This is an optimization exercise on Yosys and OpenROAD, whose aim is small area, a short achievable clock period and few clock cycles, not a production implementation.
The RTL of this run was laid out without a check of its function.
Power and IR drop assume default switching activity.

## flow/config.mk

```make
export PLATFORM = sky130hd
export DESIGN_NAME = auv_top
export DESIGN_NICKNAME = auv_top
export VERILOG_FILES = /design/flow/design.v
export SDC_FILE = /design/flow/constraint.sdc
export NUM_CORES = 4
export LEC_CHECK = 0
export CAP_MARGIN = 20
export CORE_MARGIN = 2
export CORE_UTILIZATION = 40
export SLEW_MARGIN = 20
```

## flow/constraint.sdc

```tcl
create_clock -name core_clock -period 12.0 [get_ports {clk}]
set_input_delay 2.4000 -clock core_clock [delete_from_list [all_inputs] [get_ports {clk}]]
set_output_delay 2.4000 -clock core_clock [all_outputs]
set_load 0.01 [all_outputs]
```

## flow/design.v

```verilog
`timescale 1ns/1ns
module auv_fetch #(
    parameter integer ADDR_WIDTH = 24,
    parameter integer ROM_SIZE = 16384,
    localparam integer RomSizeWords = ROM_SIZE / 4,
    localparam integer RomWidth = $clog2(RomSizeWords)
) (
    input   logic                       clk, rst_n, pop, jmp,
    input   logic   [ADDR_WIDTH-3:0]    pc_wr,
    output  logic   [31:0]              inst,
    output  logic   [ADDR_WIDTH-3:0]    pc_out,
    output  logic                       instret,
    output  logic   [RomWidth-1:0]      rom_adr,
    input   logic   [31:0]              rom_dat
);
    logic [RomWidth-1:0] rom_adr_fetch;
    assign rom_adr = rom_adr_fetch;
    logic [ADDR_WIDTH-3:0] pc, pc_next;
    assign pc_out = pc;
    assign pc_next = (pc + 1);
    assign inst = jmp ? 32'h00000013 : rom_dat;
    assign instret = pop;
    always_comb
        if (jmp)
            rom_adr_fetch = pc_wr[RomWidth-1:0];
        else if (pop)
            rom_adr_fetch = pc_next[RomWidth-1:0];
        else
            rom_adr_fetch = pc[RomWidth-1:0];
    always_ff @( posedge clk )
        if (jmp)
            pc <= pc_wr;
        else if (instret)
            pc <= pc_next;
endmodule
`timescale 1ns/1ns
module auv_decode #(
    parameter integer ADDR_WIDTH = 24
) (
    input   logic           clk, rst_n, flush, stall_i,
    input   logic   [31:0]  inst,
    input   logic   [ADDR_WIDTH-3:0] pc_in,
    output  logic   [ADDR_WIDTH-3:0] pc_out,
    output  logic           pop,
    output  logic   [31:0]  imm,
    output  logic   [ 3:0]  rs1, rs2, rd,
    output  logic   [ 2:0]  funct3,
    output  logic   [ 4:0]  csr_imm,
    output  logic           alu_en, mem_access, pc_wr, branch,
    output  logic           mem_wr, reg_wr, link,
    output  logic       sel_op1,
    output  logic       sel_op2,
    output  logic           csr_en, csr_rd,
    output  logic           exc_illegal_inst, exc_ecall, exc_ebreak,
    output  logic           ret, wfi,
    output  logic           alu_alt, zba_shadd,
    output  logic           zbs_bclrbext, zbs_binv, zbs_bset
);
    logic [31:0] imm_i;
    logic [3:0] rd_i;
    logic [2:0] funct3_i;
    always_comb begin : dec_imm_i
        casez (inst[6:2])
            'b0?101 : imm_i = {inst[31:12], 12'h0};
            'b11011 : imm_i = {{12{inst[31]}}, inst[19:12], inst[20], inst[30:21], 1'b0};
            'b11001, 'b00?00, 'b11100 : imm_i = {{20{inst[31]}}, inst[31:20]};
            'b11000 : imm_i = {{20{inst[31]}}, inst[7], inst[30:25], inst[11:8], 1'b0};
            'b01000 : imm_i = {{20{inst[31]}}, inst[31:25], inst[11:7]};
            'b01100 : imm_i = {{20{inst[31]}}, inst[31:25], 5'h0};
            default : imm_i = 0;
        endcase
    end
    assign rd_i = flush ? 0 : inst[10:7];
    always_comb
        case (inst[6:2])
            'b01101 : rs1 = 0;  
            'b00101 : rs1 = 0;  
            'b11011 : rs1 = 0;  
            default : rs1 = inst[18:15];
        endcase
    always_comb
        case (inst[6:2])
            'b01101 : rs2 = 0;  
            'b00101 : rs2 = 0;  
            'b11011 : rs2 = 0;  
            'b11000, 'b01000, 'b01100 : rs2 = inst[23:20];
            default : rs2 = 0;
        endcase
    assign funct3_i = flush ? 0 : inst[14:12];
    assign pop = ~stall_i;
    always_ff @( posedge clk or negedge rst_n )
        if (~rst_n) begin
            csr_imm <= 0;
            rd <= 0;
            funct3 <= 0;
        end else if (flush) begin
            csr_imm <= 0;
            rd <= 0;
            funct3 <= 0;
        end else if (~stall_i) begin
            csr_imm <= inst[19:15];
            rd <= rd_i;
            funct3 <= funct3_i;
        end
    always_ff @( posedge clk )
        if (rst_n & ~flush & ~stall_i) begin
            imm <= imm_i;
            pc_out <= pc_in;
        end
    logic alu_en_i, mem_access_i, pc_wr_i, branch_i;
    logic mem_wr_i, reg_wr_i, link_i, csr_en_i;
    logic sel_op1_i;
    logic sel_op2_i;
    logic alu_alt_i;
    logic zbs_bclrbext_i, zbs_binv_i, zbs_bset_i;
    logic zba_shadd_i;
    logic funct7_unimpl;
    always_comb begin
        alu_alt_i = 0;
        zbs_bclrbext_i = 0;
        zbs_binv_i = 0;
        zbs_bset_i = 0;
        zba_shadd_i = 0;
        funct7_unimpl = 0;
        if (alu_en_i & ((sel_op2_i == 1'b0) | (inst[13:12] == 2'b01)))
            case (inst[31:25])
                'b0000000 : begin end
                'b0100000 : alu_alt_i = 1;
                'b0010000 : zba_shadd_i = (alu_en_i & (sel_op2_i == 1'b0));
                'b0100100 : zbs_bclrbext_i = 1;
                'b0110100 : zbs_binv_i = 1;
                'b0010100 : zbs_bset_i = 1;
                default : funct7_unimpl = 1;
            endcase
    end
    always_ff @( posedge clk or negedge rst_n )
        if (~rst_n) begin
            alu_alt <= 0;
            zba_shadd <= 0;
            zbs_bclrbext <= 0;
            zbs_binv <= 0;
            zbs_bset <= 0;
        end else if (flush) begin
            alu_alt <= 0;
            zba_shadd <= 0;
            zbs_bclrbext <= 0;
            zbs_binv <= 0;
            zbs_bset <= 0;
        end else if (~stall_i) begin
            alu_alt <= alu_alt_i;
            zba_shadd <= zba_shadd_i;
            zbs_bclrbext <= zbs_bclrbext_i;
            zbs_binv <= zbs_binv_i;
            zbs_bset <= zbs_bset_i;
        end
    always_comb begin
        exc_illegal_inst = 0;
        exc_ecall = 0;
        exc_ebreak = 0;
        ret = 0;
        wfi = 0;
        alu_en_i = 0;
        mem_access_i = 0;
        pc_wr_i = 0;
        branch_i = 0;
        mem_wr_i = 0;
        reg_wr_i = 0;
        link_i = 0;
        csr_en_i = 0;
        sel_op1_i = 1'b0;
        sel_op2_i = 1'b0;
        if (inst[1:0] != 2'b11) begin
            exc_illegal_inst = 1;
        end else begin
            case (inst[6:2])
                'b00000 : begin  
                    mem_access_i = 1;
                    sel_op2_i = 1'b1;
                end
                'b00100 : begin  
                    exc_illegal_inst = 0;
                    alu_en_i = 1;
                    reg_wr_i = 1;
                    sel_op2_i = 1'b1;
                end
                'b00101 : begin  
                    reg_wr_i = 1;
                    sel_op1_i = 1'b1;
                    sel_op2_i = 1'b1;
                end
                'b01000 : begin  
                    mem_access_i = 1;
                    mem_wr_i = 1;
                    sel_op2_i = 1'b1;
                end
                'b01100 : begin  
                    exc_illegal_inst = funct7_unimpl;
                    alu_en_i = 1;
                    reg_wr_i = 1;
                end
                'b01101 : begin  
                    reg_wr_i = 1;
                    sel_op2_i = 1'b1;
                end
                'b11000 : begin  
                    pc_wr_i = 1;
                    branch_i = 1;
                    sel_op1_i = 1'b1;
                    sel_op2_i = 1'b1;
                end
                'b11001 : begin  
                    pc_wr_i = 1;
                    reg_wr_i = 1;
                    link_i = 1;
                    sel_op2_i = 1'b1;
                end
                'b11011 : begin  
                    pc_wr_i = 1;
                    reg_wr_i = 1;
                    link_i = 1;
                    sel_op1_i = 1'b1;
                    sel_op2_i = 1'b1;
                end
                'b11100 : begin  
                    case (inst[14:12])
                        'b000 : begin
                            casez (inst[31:20])
                                'b0000000_00000 : exc_ecall = 1;
                                'b0000000_00001 : exc_ebreak = 1;
                                'b0011000_00010 : ret = 1;
                                'b0001000_00101 : wfi = 1;
                                default : exc_illegal_inst = 1;
                            endcase
                        end
                        'b100 : exc_illegal_inst = 1;
                        default : csr_en_i = 1;
                    endcase
                end
                default : begin  
                    exc_illegal_inst = 1;
                end
            endcase
        end
    end
    always_ff @( posedge clk or negedge rst_n )
        if (~rst_n) begin
            alu_en <= 0;
            mem_access <= 0;
            pc_wr <= 0;
            branch <= 0;
            mem_wr <= 0;
            reg_wr <= 0;
            link <= 0;
            csr_en <= 0;
            csr_rd <= 0;
            sel_op1 <= 1'b0;
            sel_op2 <= 1'b0;
        end else if (flush) begin
            alu_en <= 0;
            mem_access <= 0;
            pc_wr <= 0;
            branch <= 0;
            mem_wr <= 0;
            reg_wr <= 0;
            link <= 0;
            csr_en <= 0;
            csr_rd <= 0;
            sel_op1 <= 1'b0;
            sel_op2 <= 1'b0;
        end else if (~stall_i) begin
            alu_en <= alu_en_i;
            mem_access <= mem_access_i;
            pc_wr <= pc_wr_i;
            branch <= branch_i;
            mem_wr <= mem_wr_i;
            reg_wr <= reg_wr_i;
            link <= link_i;
            csr_en <= csr_en_i;
            csr_rd <= (inst[10:7] != 0);
            sel_op1 <= sel_op1_i;
            sel_op2 <= sel_op2_i;
        end
endmodule
`timescale 1ns/1ns
module auv_regfile (
    input   logic           clk, we, stall,
    input   logic   [ 3:0]  ra0, ra1, wa,
    input   logic   [31:0]  wd,
    output  logic   [31:0]  rd0, rd1
);
    reg [31:0] ram [0:15];
    always_ff @( posedge clk )
        if (we)
            ram[wa] <= wd;
    always_ff @( posedge clk )
        if (stall)
            rd0 <= rd0;
        else if (ra0 == 0)
            rd0 <= 0;
        else if (we && ra0 == wa)
            rd0 <= wd;
        else
            rd0 <= ram[ra0];
     always_ff @( posedge clk )
        if (stall)
            rd1 <= rd1;
        else if (ra1 == 0)
            rd1 <= 0;
        else if (we && ra1 == wa)
            rd1 <= wd;
        else
            rd1 <= ram[ra1];
endmodule
`timescale 1ns/1ns
module auv_execute #(
    parameter integer ADDR_WIDTH = 24
) (
    input   logic           clk, rst_n, stall_i,
    input   logic   [31:0]  imm, rs1, rs2, pc,
    input   logic   [ 2:0]  funct3,
    input   logic           alu_en, mem_access, pc_wr_i, branch,
    input   logic           mem_wr, reg_wr_i, link,
    input   logic       sel_op1,
    input   logic       sel_op2,
    output  logic   [31:0]  reg_wr_dat,
    output  logic   [ADDR_WIDTH-1:0] pc_wr,
    output  logic           stall_o, reg_wr_o, jmp, flush,
    output  logic           exc_load_misalign, exc_store_misalign,
    output  logic           exc_load_fault, exc_store_fault,
    input   logic           alu_alt, zba_shadd,
    input   logic           zbs_bclrbext, zbs_binv, zbs_bset,
    output  logic   [ADDR_WIDTH-1:0] wb_adr_o,
    input   logic   [15:0]  wb_dat_i,
    output  logic   [15:0]  wb_dat_o,
    output  logic   [ 1:0]  wb_sel_o,
    output  logic           wb_we_o, wb_stb_o, wb_cyc_o,
    input   logic           wb_ack_i, wb_stall_i, wb_err_i
);
    logic branch_taken, lt, ltu;
    assign lt = $signed(rs1) < $signed(rs2);
    assign ltu = rs1 < rs2;
    always_comb begin
        if (branch) begin
            case (funct3)
                'h0 : branch_taken = (rs1 == rs2);
                'h1 : branch_taken = (rs1 != rs2);
                'h4 : branch_taken = lt;
                'h5 : branch_taken = ~lt;
                'h6 : branch_taken = ltu;
                'h7 : branch_taken = ~ltu;
                default : branch_taken = 0;
            endcase
        end else begin
            branch_taken = 1;
        end
    end
    logic [31:0] op1, op2;
    always_comb
        case (sel_op1)
            1'b1 : op1 = pc;
            default : begin
                case ({zba_shadd, funct3})
                    default : op1 = rs1;
                    'b1010 : op1 = {rs1[30:0], 1'b0};  
                    'b1100 : op1 = {rs1[29:0], 2'b0};  
                    'b1110 : op1 = {rs1[28:0], 3'b0};  
                endcase
            end
        endcase
    always_comb
        case (sel_op2)
            1'b1 : op2 = imm;
            default : op2 = rs2;
        endcase
    logic [31:0] alu_add, alu_xor, alu_or, alu_and;
    logic [31:0] alu_sl, alu_sr, alu_slt, alu_sltu;
    logic [31:0] alu_bclr, alu_bext, alu_binv, alu_bset;
    assign alu_add = op1 + (alu_alt ? ~op2 : op2) + {31'h0, alu_alt};
    assign alu_xor = op1 ^ op2;
    assign alu_or = op1 | op2;
    assign alu_and = op1 & op2;
    assign alu_sl = op1 << op2[4:0];
    logic [31:0] alu_sra;
    assign alu_sra = $signed(op1) >>> op2[4:0];
    assign alu_sr = alu_alt ? alu_sra : (op1 >> op2[4:0]);
    assign alu_slt = ($signed(op1) < $signed(op2)) ? 32'h1 : 32'h0;
    assign alu_sltu = (op1 < op2) ? 32'h1 : 32'h0;
    logic [31:0] alu_bmask;
    assign alu_bmask = 32'h1 << op2[4:0];
    assign alu_bclr = op1 & ~alu_bmask;
    assign alu_bext = {31'h0, op1[op2[4:0]]};
    assign alu_binv = op1 ^ alu_bmask;
    assign alu_bset = op1 | alu_bmask;
    logic [31:0] alu_out;
    always_comb
        if (alu_en)
            case (funct3)
                default : alu_out = alu_add;
                'h1 : begin
                    if (zbs_bclrbext)
                        alu_out = alu_bclr;
                    else if (zbs_binv)
                        alu_out = alu_binv;
                    else if (zbs_bset)
                        alu_out =  alu_bset;
                    else
                        alu_out = alu_sl;
                end
                'h2 : begin
                    if (zba_shadd)
                        alu_out = alu_add;
                    else
                        alu_out = alu_slt;
                end
                'h3 : alu_out = alu_sltu;
                'h4 : begin
                    if (zba_shadd)
                        alu_out = alu_add;
                    else
                        alu_out = alu_xor;
                end
                'h5 : begin
                    if (zbs_bclrbext)
                        alu_out = alu_bext;
                    else
                        alu_out = alu_sr;
                end
                'h6 : begin
                    if (zba_shadd)
                        alu_out = alu_add;
                    else
                        alu_out = alu_or;
                end
                'h7 : alu_out = alu_and;
            endcase
        else
            alu_out = alu_add;
    assign pc_wr = alu_out[ADDR_WIDTH-1:0];
    assign jmp = pc_wr_i & branch_taken;
    assign flush = jmp;
    logic [1:0] state_bus;
    logic [31:0] mem_dat;
    logic mem_reg_wr;  
    assign reg_wr_o = ~stall_i & (mem_reg_wr | reg_wr_i);
    always_comb
        if (mem_reg_wr)
            reg_wr_dat = mem_dat;
        else if (link)
            reg_wr_dat = pc + 4;
        else
            reg_wr_dat = alu_out;
    assign exc_load_fault = mem_access & ~mem_wr & wb_err_i;
    assign exc_store_fault = mem_access & mem_wr & wb_err_i;
    logic misalign;
    assign exc_load_misalign = mem_access & misalign & ~mem_wr;
    assign exc_store_misalign = mem_access & misalign & mem_wr;
    always_comb
        case (funct3[1:0])
            1 : misalign = alu_out[0];
            2 : misalign = (alu_out[1:0] != 0);
            default : misalign = 0;
        endcase
    assign wb_we_o = mem_wr;
    assign wb_adr_o[ADDR_WIDTH-1:2] = alu_out[ADDR_WIDTH-1:2];
    assign wb_adr_o[1] = (funct3 == 2) ? (state_bus == 1) : alu_out[1];
    assign wb_adr_o[0] = 0;
    always_comb
        case (funct3[1:0])
            0 : begin
                wb_dat_o = {rs2[7:0], rs2[7:0]};
                wb_sel_o = alu_out[0] ? 2'b10 : 2'b01;
            end
            1 : begin
                wb_dat_o = rs2[15:0];
                wb_sel_o = 2'b11;
            end
            default : begin
                wb_dat_o = (state_bus == 1) ? rs2[31:16] : rs2[15:0];
                wb_sel_o = 2'b11;
            end
        endcase
    logic [15:0] word_buf;  
    always_comb
        case (funct3[1:0])
            'h0: begin
                if (alu_out[0])
                    mem_dat = {{24{~funct3[2] & wb_dat_i[15]}}, wb_dat_i[15:8]};
                else
                    mem_dat = {{24{~funct3[2] & wb_dat_i[7]}}, wb_dat_i[7:0]};
            end
            'h1 : mem_dat = {{16{~funct3[2] & wb_dat_i[15]}}, wb_dat_i};
            default : mem_dat = {wb_dat_i, word_buf};
        endcase
    logic mem_access_good;  
    assign mem_access_good = ~stall_i & ~misalign & mem_access;
    always_ff @( posedge clk or negedge rst_n )
        if (~rst_n)
            state_bus <= 0;
        else begin
            case (state_bus)
                0 : begin
                    if (~wb_stall_i & mem_access_good) begin
                        if (funct3[1:0] == 2)
                            state_bus <= 1;
                        else
                            state_bus <= 2;
                    end
                end
                1 : begin
                    state_bus <= wb_stall_i ? 1 : 2;
                end
                default : state_bus <= 0;
            endcase
        end
    always_ff @( posedge clk )
        if (rst_n && state_bus == 1 && wb_ack_i)
            word_buf <= wb_dat_i;
    logic stall_mem;
    always_comb
        case (state_bus)
            0 : begin
                stall_mem = mem_access_good;
                mem_reg_wr = 0;
                wb_stb_o = mem_access_good;
                wb_cyc_o = mem_access_good;
            end
            1 : begin
                stall_mem = 1;
                mem_reg_wr = 0;
                wb_stb_o = 1;
                wb_cyc_o = 1;
            end
            default : begin
                stall_mem = 0;
                mem_reg_wr = ~mem_wr;
                wb_stb_o = 0;
                wb_cyc_o = 1;
            end
        endcase
    assign stall_o = stall_mem | stall_i | jmp;
endmodule
`timescale 1ns/1ns
module auv_top #(
    parameter integer ADDR_WIDTH = 24,
    parameter integer ROM_SIZE = 16384,
    parameter [ADDR_WIDTH-1:0] RST_VECTOR = 'h0,
    localparam integer RomSizeWords = ROM_SIZE / 4,
    localparam integer RomWidth = $clog2(RomSizeWords)
) (
    input   logic                       clk, rst_n,
    output  logic   [RomWidth-1:0]      imem_adr,
    input   logic   [31:0]              imem_dat,
    output  logic   [ADDR_WIDTH-1:0]    wb_adr_o,
    input   logic   [15:0]              wb_dat_i,
    output  logic   [15:0]              wb_dat_o,
    output  logic   [ 1:0]              wb_sel_o,
    output  logic                       wb_we_o, wb_stb_o, wb_cyc_o,
    input   logic                       wb_ack_i, wb_stall_i
);
    logic [ADDR_WIDTH-3:0] id_pc, ex_pc;
    logic [31:0] if_inst;
    logic [31:0] id_imm;
    logic [3:0] id_rs1, id_rs2, id_rd;
    logic [2:0] id_funct3;
    logic id_pop, id_alu_en, id_mem_access, id_pc_wr, id_branch, id_mem_wr;
    logic id_reg_wr, id_link;
    logic id_alu_alt, id_zba_shadd, id_zbs_bclrbext, id_zbs_binv, id_zbs_bset;
    logic id_sel_op1;
    logic id_sel_op2;
    logic [31:0] reg_rs1, reg_rs2;
    logic [ADDR_WIDTH-1:0] ex_pc_wr;
    logic [31:0] ex_reg_wr_dat;
    logic ex_jmp, ex_stall, ex_flush;
    logic ex_reg_wr;
    logic boot;
    always_ff @( posedge clk or negedge rst_n )
        if (~rst_n)
            boot <= 1;
        else
            boot <= 0;
    logic [ADDR_WIDTH-3:0] pc_wr;
    logic jmp, flush;
    assign pc_wr = boot ? RST_VECTOR[ADDR_WIDTH-1:2] : ex_pc_wr[ADDR_WIDTH-1:2];
    assign jmp = ex_jmp | boot;
    assign flush = ex_flush | boot;
    auv_fetch #(
        .ADDR_WIDTH         ( ADDR_WIDTH        ),
        .ROM_SIZE           ( ROM_SIZE          )
    ) stage_if (
        .clk                ( clk               ),
        .rst_n              ( rst_n             ),
        .pop                ( id_pop            ),
        .jmp                ( jmp               ),
        .pc_wr              ( pc_wr             ),
        .inst               ( if_inst           ),
        .pc_out             ( id_pc             ),
        .instret            (                   ),
        .rom_adr            ( imem_adr          ),
        .rom_dat            ( imem_dat          )
    );
    auv_decode #(
        .ADDR_WIDTH         ( ADDR_WIDTH            )
    ) stage_id (
        .clk                ( clk                   ),
        .rst_n              ( rst_n                 ),
        .flush              ( flush                 ),
        .stall_i            ( ex_stall              ),
        .inst               ( if_inst               ),
        .pc_in              ( id_pc                 ),
        .pc_out             ( ex_pc                 ),
        .pop                ( id_pop                ),
        .imm                ( id_imm                ),
        .rs1                ( id_rs1                ),
        .rs2                ( id_rs2                ),
        .rd                 ( id_rd                 ),
        .funct3             ( id_funct3             ),
        .csr_imm            (                       ),
        .alu_en             ( id_alu_en             ),
        .mem_access         ( id_mem_access         ),
        .pc_wr              ( id_pc_wr              ),
        .branch             ( id_branch             ),
        .mem_wr             ( id_mem_wr             ),
        .reg_wr             ( id_reg_wr             ),
        .link               ( id_link               ),
        .sel_op1            ( id_sel_op1            ),
        .sel_op2            ( id_sel_op2            ),
        .csr_en             (                       ),
        .csr_rd             (                       ),
        .exc_illegal_inst   (                       ),
        .exc_ecall          (                       ),
        .exc_ebreak         (                       ),
        .ret                (                       ),
        .wfi                (                       ),
        .alu_alt            ( id_alu_alt            ),
        .zba_shadd          ( id_zba_shadd          ),
        .zbs_bclrbext       ( id_zbs_bclrbext       ),
        .zbs_binv           ( id_zbs_binv           ),
        .zbs_bset           ( id_zbs_bset           )
    );
    auv_regfile regfile (
        .clk    ( clk           ),
        .we     ( ex_reg_wr     ),
        .stall  ( ex_stall      ),
        .ra0    ( id_rs1        ),
        .ra1    ( id_rs2        ),
        .wa     ( id_rd         ),
        .wd     ( ex_reg_wr_dat ),
        .rd0    ( reg_rs1       ),
        .rd1    ( reg_rs2       )
    );
    auv_execute #(
        .ADDR_WIDTH         ( ADDR_WIDTH            )
    ) stage_ex (
        .clk                ( clk                   ),
        .rst_n              ( rst_n                 ),
        .stall_i            ( boot                  ),
        .imm                ( id_imm                ),
        .rs1                ( reg_rs1               ),
        .rs2                ( reg_rs2               ),
        .pc                 ( {{(32-ADDR_WIDTH){1'b0}}, ex_pc, 2'b0} ),
        .funct3             ( id_funct3             ),
        .alu_en             ( id_alu_en             ),
        .mem_access         ( id_mem_access         ),
        .pc_wr_i            ( id_pc_wr              ),
        .branch             ( id_branch             ),
        .mem_wr             ( id_mem_wr             ),
        .reg_wr_i           ( id_reg_wr             ),
        .link               ( id_link               ),
        .sel_op1            ( id_sel_op1            ),
        .sel_op2            ( id_sel_op2            ),
        .reg_wr_dat         ( ex_reg_wr_dat         ),
        .pc_wr              ( ex_pc_wr              ),
        .stall_o            ( ex_stall              ),
        .reg_wr_o           ( ex_reg_wr             ),
        .jmp                ( ex_jmp                ),
        .flush              ( ex_flush              ),
        .exc_load_misalign  (                       ),
        .exc_store_misalign (                       ),
        .exc_load_fault     (                       ),
        .exc_store_fault    (                       ),
        .alu_alt            ( id_alu_alt            ),
        .zba_shadd          ( id_zba_shadd          ),
        .zbs_bclrbext       ( id_zbs_bclrbext       ),
        .zbs_binv           ( id_zbs_binv           ),
        .zbs_bset           ( id_zbs_bset           ),
        .wb_adr_o           ( wb_adr_o              ),
        .wb_dat_i           ( wb_dat_i              ),
        .wb_dat_o           ( wb_dat_o              ),
        .wb_sel_o           ( wb_sel_o              ),
        .wb_we_o            ( wb_we_o               ),
        .wb_stb_o           ( wb_stb_o              ),
        .wb_cyc_o           ( wb_cyc_o              ),
        .wb_ack_i           ( wb_ack_i              ),
        .wb_stall_i         ( wb_stall_i            ),
        .wb_err_i           ( 1'b0                  )
    );
endmodule
```

## flow/run.sh

```bash
#!/bin/bash
# synth_recipe.tcl (not shown) runs the flow's synth.tcl, then flattens the netlist and writes it again
# the make line also repeats each setting of config.mk as NAME=value (left out here)
make -C /OpenROAD-flow-scripts/flow DESIGN_CONFIG=/design/flow/config.mk WORK_HOME=/design/flow/orfs CLKGATE_MAP_FILE= SYNTH_SCRIPT=/design/flow/synth_recipe.tcl finish
```

==> notes.md <==
[worst max-delay path by stage]
stage	start	endpoint	slack [ns]
floorplan	stage_id.sel_op2$_DFFE_PN0P_	stage_id.imm[0]$_DFFE_PP_	3.17
global placement	stage_id.funct3[0]$_DFFE_PN0P_	imem_adr[0]	2.36
detailed placement	stage_id.funct3[0]$_DFFE_PN0P_	imem_adr[7]	2.33
CTS	stage_id.funct3[0]$_DFFE_PN0P_	imem_adr[0]	1.65
global route	stage_id.funct3[0]$_DFFE_PN0P_	imem_adr[0]	1.08
finish	stage_id.funct3[0]$_DFFE_PN0P_	imem_adr[7]	1.45
[critical path, stage by stage (launching register included)]
cell and delay (ns):
dfrtp_1 0.41, inv_1 0.09, ha_1 0.80, and2_1 0.69, a221oi_1 0.19, a2bb2oi_2 0.70, ha_1 0.27, and4_1 0.20
nor4b_1 0.45, o211ai_1 0.16, o311ai_0 0.31, nor2_1 0.09, nor3_1 0.35, buf_4 0.22, o21a_1 0.29, o21ai_4 0.19
a2111oi_4 0.91, and2b_1 0.28, xnor2_1 0.12, o21ai_0 0.21, clkdlybuf4s50_1 0.58
[kinds of logic (layout without fill, tap and decap cells)]
family                   count (synthesis)  count (layout)  synth area share (%)
XOR/XNOR                               108             108                  1.94
buffers and inverters                  562             652                  4.77
flip-flops                             692             692                  42.4
multiplexers                           311             311                  7.17
other                                    1              14               0.00770
adder cells (fa/ha/maj)                230             230                  5.92
AO/OA/AOI/OAI                         1776            1776                  25.5
AND/OR/NAND/NOR                       1269            1269                  12.2
[layer usage]
layer	up-vias	routed length [um]
met5	-	69
met3	1017	30300
met1	23800	104000
met4	12	28800
met2	3867	127000
li1	19400	-
[stage by stage]
step	setup WS (ns)	total power (uW)	cells	instance area [um2]	hold slack, ns
2_1_floorplan	3.17	3800	4950	48700	0.424
3_3_place_gp	2.36	4760	6534	52400	0.485
3_5_place_dp	2.33	4750	6535	52400	0.482
4_1_cts	1.65	6990	6661	54700	0.525
5_1_grt	1.08	7210	6665	54800	0.546
6_report	1.45	7080	6677	54800	0.521
[Yosys cell counts, types with 16 or more instances]
cell,number,area share (%)
nand3_1,144,1.5
nand2_1,458,3.5
nand2b_1,22,0.28
a31oi_1,78,1.0
buf_1,53,0.41
mux2_2,104,2.4
a21o_1,38,0.59
o22a_1,16,0.29
and3_1,40,0.51
xor2_1,20,0.36
edfxtp_1,668,41
nand4_1,47,0.60
xnor2_1,88,1.6
or2_2,19,0.24
a211o_1,24,0.43
o21a_1,39,0.60
a21oi_1,371,3.8
buf_2,68,0.70
o31ai_1,30,0.46
mux2i_1,183,3.8
a32oi_1,16,0.29
o211ai_1,68,1.0
nor4_1,22,0.28
o2111ai_1,23,0.41
a21boi_0,40,0.62
a222oi_1,37,0.76
a221oi_1,76,1.4
clkbuf_1,245,1.9
ha_1,229,5.9
nor2b_1,34,0.44
o221ai_1,87,1.6
a22o_1,22,0.40
o22ai_1,117,1.5
a22oi_1,74,1.1
nor2_1,282,2.2
and2_1,26,0.33
o211a_1,21,0.43
a211oi_1,126,1.9
dfrtp_1,23,1.2
inv_1,166,1.3
nor3_1,88,0.90
o21ai_0,276,2.8
or3_1,24,0.31
[state kept, by name, summed over array words and instances, names as in the netlist, 2 cells and up]
register / count
regfile.ram: 512
regfile.rd0: 32
regfile.rd1: 32
stage_id.imm: 32
stage_id.pc_out: 22
stage_if.pc: 22
stage_ex.word_buf: 16
stage_id.rd: 4
stage_id.funct3: 3
stage_ex.state_bus: 2
[area by class of cell]
cell class                      instances  share of cell area [%]
Antenna cell                           12                  0.0548
Clock buffer                           85                    3.43
Clock inverter                         41                   0.803
Inverter                              177                    1.21
Multi-Input combinational cell       3696                    47.8
Sequential cell                       692                    37.7
Tap cell                             1625                    3.71
Timing Repair Buffer                  349                    5.32
[power by group]
group / leakage [uW] / total [uW] / internal (uW) / switching, uW
clock network: 0.00113 / 2270 / 1300 / 975
logic: 0.0115 / 1920 / 526 / 1390
registers: 0.00648 / 2900 / 2830 / 69.9
total: 0.0191 / 7080 / 4650 / 2430
==> flow_summary.json <==
{
  "wl_per_cell_um": 43.5,
  "cts_tree": "built",
  "whs_path_depth": 2,
  "grt_pass1_vias": 44700,
  "grt.overflow.total": 0,
  "worstPathRequired_ns": 9.60,
  "row_count": 128,
  "grtUsageMet3_pct": 9.68,
  "cp.arrival_ns": 8.15,
  "start_util_pct": 40.2,
  "fin_tns_setup_ns": 0,
  "slew_headroom_pct": 5.61,
  "die_area_um2": 125000,
  "r2r_slack_ns": 3.09,
  "synth_cells": 4949,
  "drv_slew": 0,
  "ys_seq_area_share_pct": 42.4,
  "root_buffer": "clkbuf_16",
  "p_per_area_nw_per_um2": 129,
  "ys.flop_type": "edfxtp_1",
  "multiInputGateArea_um2": 26200,
  "worstReg2RegStart": "stage_id.funct3[0]$_DFFE_PN0P_",
  "gp_congestion": 1.09,
  "cts_made_buffers": 71,
  "grt_max_degree": 75,
  "final_common_cell": "edfxtp_1",
  "die_w_um": 353,
  "path_clk_slew_ns": 0.06,
  "nNetsFinal": 5269,
  "ant_nets": 0,
  "ys_types": 119,
  "status": "timing/DRC/antenna clean",
  "fin_crit_ns": 10.55,
  "routed_wl_mm": 291,
  "numPortBuffers": 107,
  "io_pins": 109,
  "async_flop_share_pct": 3.47,
  "r2r_end": "stage_id.pc_out[14]$_DFFE_PP_",
  "fin_skew_ns": 0.0271,
  "grt-busiest-layer": "met2",
  "postCtsSetupRepairBufs": 0,
  "use_met1_pct": 55.0,
  "htreeDepth": 3,
  "clk_latency_ns": 0.64,
  "antenna_found_initial": 16,
  "setup_viol": 0,
  "rsz0062_at_grt": "no",
  "final_cell_mix": "edfxtp_1, nand2_1, a21oi_1",
  "endpoint_kind": "output pin",
  "synth-seq-cells": 692,
  "start_kind": "register",
  "areaGrowthSynthToFinish_pct": 12.5,
  "fp.coreArea_um2": 121000,
  "min_to": "stage_id.zbs_bclrbext$_DFFE_PN0P_",
  "fill_cells": 11600,
  "drt_iter0_drc": 8285,
  "p_leak_uw": 0.0191,
  "irDropWorstVdd_mv": 0.136,
  "synth_edf_count": 668,
  "dp_hpwl_mm": 208,
  "reg2reg_depth": 23,
  "min_path_type": "register to register",
  "yosysWarningCount": 5,
  "final_layout_size_suffix_gt1_share_pct": 12.9,
  "max_freq_ghz": 0.0948,
  "via_count": 48100,
  "postLayoutCoreUtil_pct": 45.2,
  "drt_first_pass_iters": 11,
  "die_h_um": 353,
  "cap_viol_max_count": 0,
  "ctsHoldBuffers": 0,
  "ctsLongestPathBuffers": 3,
  "grt_pass1_wl_mm": 391,
  "post-route-period-util_pct": 87.9,
  "drc": 0,
  "final-seq-area_um2": 20700,
  "syn_avg_cell_area_um2": 9.84,
  "clock-sinks": 692,
  "worst_pin_slew_ns": 1.42,
  "viasPerCell": 7.21,
  "ctsResizeCount": 0,
  "track_usage_pct": 45.1,
  "critPathMaxFanout": 19,
  "synth_area_um2": 48700,
  "finalHoldViolations": 0,
  "grt_use_met2_pct": 69.6,
  "crit_type": "register to output pin",
  "hp-start": "stage_id.zbs_bclrbext$_DFFE_PN0P_"
}

## static timing again, ports no longer ideal
Ports are ideal in the flow. The routed layout listed here was re-timed in OpenROAD. Step 1 assumes that a clkbuf_16 drives the clock port and a buf_2 every other input. Step 2 times the ports against the registers' clock, not the clock port: input delays grow and output delays shrink by t, the midpoint of the rising clock arrivals with the driver on. Slacks: ideal / step 1 / step 2; pairs: ideal / step 1.
t (ns): 0.695
setup slack, ns: 1.450 / 1.378 / 2.072
hold WS [ns]: 0.521 / 0.521 / 0.521
After both steps setup and hold are still met in this run. The setup slack of this run moves by -0.072 ns with the drivers and by +0.622 ns with both steps.
